From an optimization exercise on the open Yosys and OpenROAD flow, aimed at small area and a short achievable clock period; shortcuts taken in it are not production practice.
Only simulation tests tie the RTL to the original design; equivalence was not proved.
Power figures rest on the tool's default switching activity, not on a simulated workload.

File: flow/config.mk
export PLATFORM = sky130hd
export DESIGN_NAME = fir_filter
export DESIGN_NICKNAME = fir_filter
export VERILOG_FILES = /design/flow/design.v
export SDC_FILE = /design/flow/constraint.sdc
export NUM_CORES = 4
export LEC_CHECK = 0
export CAP_MARGIN = 20
export CORE_MARGIN = 2
export CORE_UTILIZATION = 40
export SLEW_MARGIN = 20
File: flow/constraint.sdc
create_clock -name core_clock -period 11.0 [get_ports {clk}]
set_input_delay 2.2000 -clock core_clock [delete_from_list [all_inputs] [get_ports {clk}]]
set_output_delay 2.2000 -clock core_clock [all_outputs]
set_load 0.01 [all_outputs]
File: flow/design.v
module fir_filter (
    data_in, data_out, clk, rst
);
    output[17:0] data_out;
    input[7:0] data_in;
    input clk, rst;
    parameter b0 = 8'b01010101;
    parameter b1 = 8'b01001111;
    parameter b2 = 8'b00000000;
    parameter b3 = 8'b01001111;
    parameter b4 = 8'b11111111;
    parameter b5 = 8'b01001111;
    parameter b6 = 8'b00000000;
    parameter b7 = 8'b01001111;
    parameter b8 = 8'b01010101;
    reg[17:0] ff_data[1:8];
    assign data_out = b0*data_in+b1*ff_data[1]+b2*ff_data[2]+b3*ff_data[3]+b4*ff_data[4]+b5*ff_data[5]+b6*ff_data[6]+b7*ff_data[7]+b8*ff_data[8];
    integer k;
    always @ (posedge clk)
        if (rst==1)
        begin
            for (k=1;k<=8;k=k+1)
            begin
                ff_data[k]<=0;
            end
        end
        else
        begin
          	ff_data[1]<=data_in;
            for (k=2;k<=8;k=k+1)
            begin
                ff_data[k]<=ff_data[k-1];
            end
        end
endmodule
File: flow/run.sh
#!/bin/bash
# synth_recipe.tcl (not shown) runs the flow's synth.tcl, then flattens the netlist and writes it again
# the make line also repeats each setting of config.mk as NAME=value (left out here)
make -C /OpenROAD-flow-scripts/flow DESIGN_CONFIG=/design/flow/config.mk WORK_HOME=/design/flow/orfs CLKGATE_MAP_FILE= SYNTH_SCRIPT=/design/flow/synth_recipe.tcl finish
==> flow_summary.yaml <==
placed_design:
  port_buffers: 27
  dpl_worst_slack_ps: -145
  dp_hpwl_mm: 19.6
  place.gp.congestion: 0.816
critical_path:
  worst-r2r-setup-slack_ps: 10100
  cp-start-kind: "input pin"
  path_class: "input pin to output port"
  cp-end-kind: "output port"
  timing.rr.start: "ff_data[4][5]"
  path_common_cell: "fa_1"
  crit_chain: "clkdlybuf4s50_1 > buf_4 > ha_1 > ha_1 > ha_1 > fa_1 > inv_1 > fa_1 > inv_1 > fa_1 > fa_1 > fa_1 > fa_1 > ha_2 > a211o_1 > a31o_1 > a31oi_4 > nand2_1 > xor2_1 > clkdlybuf4s50_1"
  path_max_fanout: 6
  critPathRequiredTime_ps: 8800
  slowest_stage: "fa_1"
  rr_endpoint: "ff_data[5][5]"
  crit_arrival_ps: 8540
  rr_worst_depth: 2
  slowest_delay_ps: 570
synthesis:
  synth_cells: 994
  async_flop_share_pct: 0
  ys_warn_count: 2
  synth.most_common_cell: "inv_1"
  synth_cell_types: 39
  ys_ff_latch: 64
  ys_top_cells_by_count: "inv_1, fa_1, ha_1"
  synth_flop_cell: "dfxtp_1"
  synthesis.nets: 1426
  yosysTopAreaCellShare_pct: 47.1
  avgSynthCellArea_um2: 10.7
  synth_area_um2: 10700
  synth_top_area_cell: "fa_1"
  synth_edf_count: 0
  yosysSeqAreaShare_pct: 12.0
  yosys-top-cells-area: "fa_1, ha_1, inv_1"
layout:
  drive_gt1_share_pct: 4.22
  antenna_cells: 0
  syn2layout_area_growth_pct: 10.5
  largest_registers: "ff_data: 64 flops"
  nFillCells: 2475
  final_util_pct: 45.1
  regMostFlops: "ff_data"
  multi_input_area_um2: 8050
  nNetsFinal: 1469
  regArea_um2: 1280
  largest_register_ffs: 64
floorplan:
  start_util_pct: 40.8
  row_count: 59
  coreArea_um2: 26100
  die_y_um: 167
  die-area_um2: 28000
  die_width_um: 167
  io_pins: 28
power:
  intPower_mw: 1.90
  clockPowerShare_pct: 8.7
  combPwrFrac_pct: 84.4
  ir_drop_v: 0.000722
  power_leakage_nw: 6.32
  swShare_pct: 46.5
  seqPwrFrac_pct: 6.9
  powerDensity_nw_per_um2: 301
  netSwitchingPower_mw: 1.65
job:
  maxCapViolations: 0
run_status:
  status: "no timing/DRC/antenna violations"
global_routing:
  grt_use_total_pct: 17.1
  antenna_found_initial: 0
  grt-ovfl-total: 0
  grt_pass1_vias: 6786
  grt_pass1_wl_mm: 36.3
  grt_start_max_net_pins: 65
cts:
  clockBufferDepth: 2
  cts.sinks: 64
  clk_latency_ps: 340
  clockRootBuffer: "clkbuf_16"
  numCtsBuffers: 9
  ctsHtreeMaxLevel: 3
  cts_tree: "yes"
  path_clk_slew_ps: 60
routing:
  routedWlPerCell_um: 15.8
  wl_mm: 21.8
  drt-pass1-iter-count: 17
  drtIter0Drc: 250
  ant_nets: 0
  viasPerCell: 4.52
  drc: 0
  vias: 6230
timing:
  slew_violations: 0
  slew-limit-headroom_pct: 47.6
  setup_slack_ps: 262
  hold_viol: 0
  final.setup_skew_ps: 7.93
  rsz0062_at_grt: "no"
  timing.final.crit_share_pct: 97.6
  finalCriticalPeriod_ps: 10740
  fmax_mhz: 93.1
  worstMarginPinSlew_ps: 787
  setup_viol: 0
min_path:
  whs_path_depth: 1
  hold_path_class: "register to register"
  hp-start: "ff_data[2][5]"
  min_to: "ff_data[3][5]"
-- worst max-delay path by stage --
stage,startpoint,depth (start not counted),to
global placement,data_in[6],21,data_out[11]
detailed placement,data_in[6],21,data_out[11]
global route,data_in[4],21,data_out[11]
CTS,data_in[4],21,data_out[15]
floorplan,data_in[4],19,data_out[11]
finish,data_in[4],20,data_out[12]
-- timing repair --
item	CTS	global route
pin swaps	0	3
resized for setup	3	15
hold buffers	0	0
setup buffers	0	1
endpoints found under the setup margin	4	6
-- area by class of cell --
| cell class | count | area share (%) |
|---|---|---|
| Clock buffer | 10 | 2.03 |
| Multi-Input combinational cell | 564 | 68.3 |
| Sequential cell | 64 | 10.9 |
| Inverter | 359 | 11.4 |
| Tap cell | 335 | 3.56 |
| Timing Repair Buffer | 39 | 3.12 |
| Clock inverter | 6 | 0.637 |
-- cells by family (layout without fill, tap and decap cells) --
family	Yosys count	in the layout	synth area share, %
xor+xnor	12	12	0.985
fa+ha+maj	422	422	67.2
simple gates	87	87	4.18
flops	64	64	12.0
buf+inv	366	414	12.9
compound gates	43	43	2.79
-- layout by cell type (no fill, tap or decap), types with 2 or more instances in the layout --
| master | n |
|---|---|
| inv_6 | 2 |
| nor2_1 | 31 |
| a21oi_1 | 9 |
| xor2_1 | 5 |
| a21o_1 | 3 |
| nand3_1 | 3 |
| nor2b_1 | 40 |
| xnor2_1 | 7 |
| inv_1 | 359 |
| clkbuf_16 | 9 |
| dfxtp_1 | 64 |
| o21ai_1 | 2 |
| a21oi_2 | 3 |
| o21ai_2 | 2 |
| o211ai_1 | 3 |
| o21ai_0 | 2 |
| a31oi_1 | 3 |
| o21a_1 | 2 |
| nand2_1 | 6 |
| buf_4 | 12 |
| nand2_2 | 2 |
| ha_1 | 170 |
| dlygate4sd2_1 | 2 |
| fa_1 | 251 |
| clkdlybuf4s50_1 | 18 |
| dlymetal6s2s_1 | 6 |
-- metal layers --
layer  wire length (um)  vias up  global-route usage (%)  share of wire, %
li1                   -     2960                       -                 -
met1               9920     3174                    24.1                46
met2              11000       82                    28.8                50
met3                630       14                    2.06               2.9
met4                259        0                    3.10               1.2
met5                  0        -                       0                 0
-- worst max-delay path: cells and delay by family --
kind	cells	cell delay [ps]
AO/OA/AOI/OAI	3	700
XOR/XNOR	1	130
adder cells (fa/ha/maj)	10	4150
buffers and inverters	5	1290
AND/OR/NAND/NOR	1	80
-- power groups by stage --
stage                     logic, mW  clock network, mW  registers [mW]
after floorplan                1.76                  0           0.246
after global placement         2.85                  0           0.250
after detailed placement       2.88                  0           0.250
after CTS                      2.88              0.313           0.245
after global routing           3.31              0.323           0.246
final                          2.99              0.308           0.245
-- per-stage QoR --
step / power [mW] / std cells / hold WS [ps] / setup TNS (ps) / instance area (um2)
final: 3.55 / 1377 / 435 / 0 / 11800
after CTS: 3.43 / 1376 / 437 / 0 / 11700
after global routing: 3.88 / 1377 / 454 / 0 / 11800
after detailed placement: 3.13 / 1360 / 422 / -322 / 11400
after global placement: 3.10 / 1360 / 416 / -153 / 11400
after floorplan: 2.01 / 994 / 414 / 0 / 10700

[static timing again, ports no longer ideal]
The results above use ideal ports. As a check the final layout listed here was re-extracted and re-timed, cells and wires unchanged.
Step 1 assumes that a clkbuf_16 drives the clock port and a buf_2 every other input.
Step 2 adds t to the input delays and takes it off the output delays; t is the mean of the earliest and latest rising clock arrival at the registers after step 1. Input paths then give back, and output paths get back, about the clock's delay inside the block.
Slacks: ideal ports / drivers / drivers and shift; pairs: ideal ports / drivers.
shift t [ns]: 0.379
setup WS [ns]: 0.262 / 0.224 / 0.224
slew at the worst register clock pin (ns): 0.06 / 0.06
worst slew at a driven data input, ns: 0.04
After both steps setup and hold are still met in this run. The setup slack of this run moves by -0.038 ns with the drivers and by -0.038 ns with both steps.
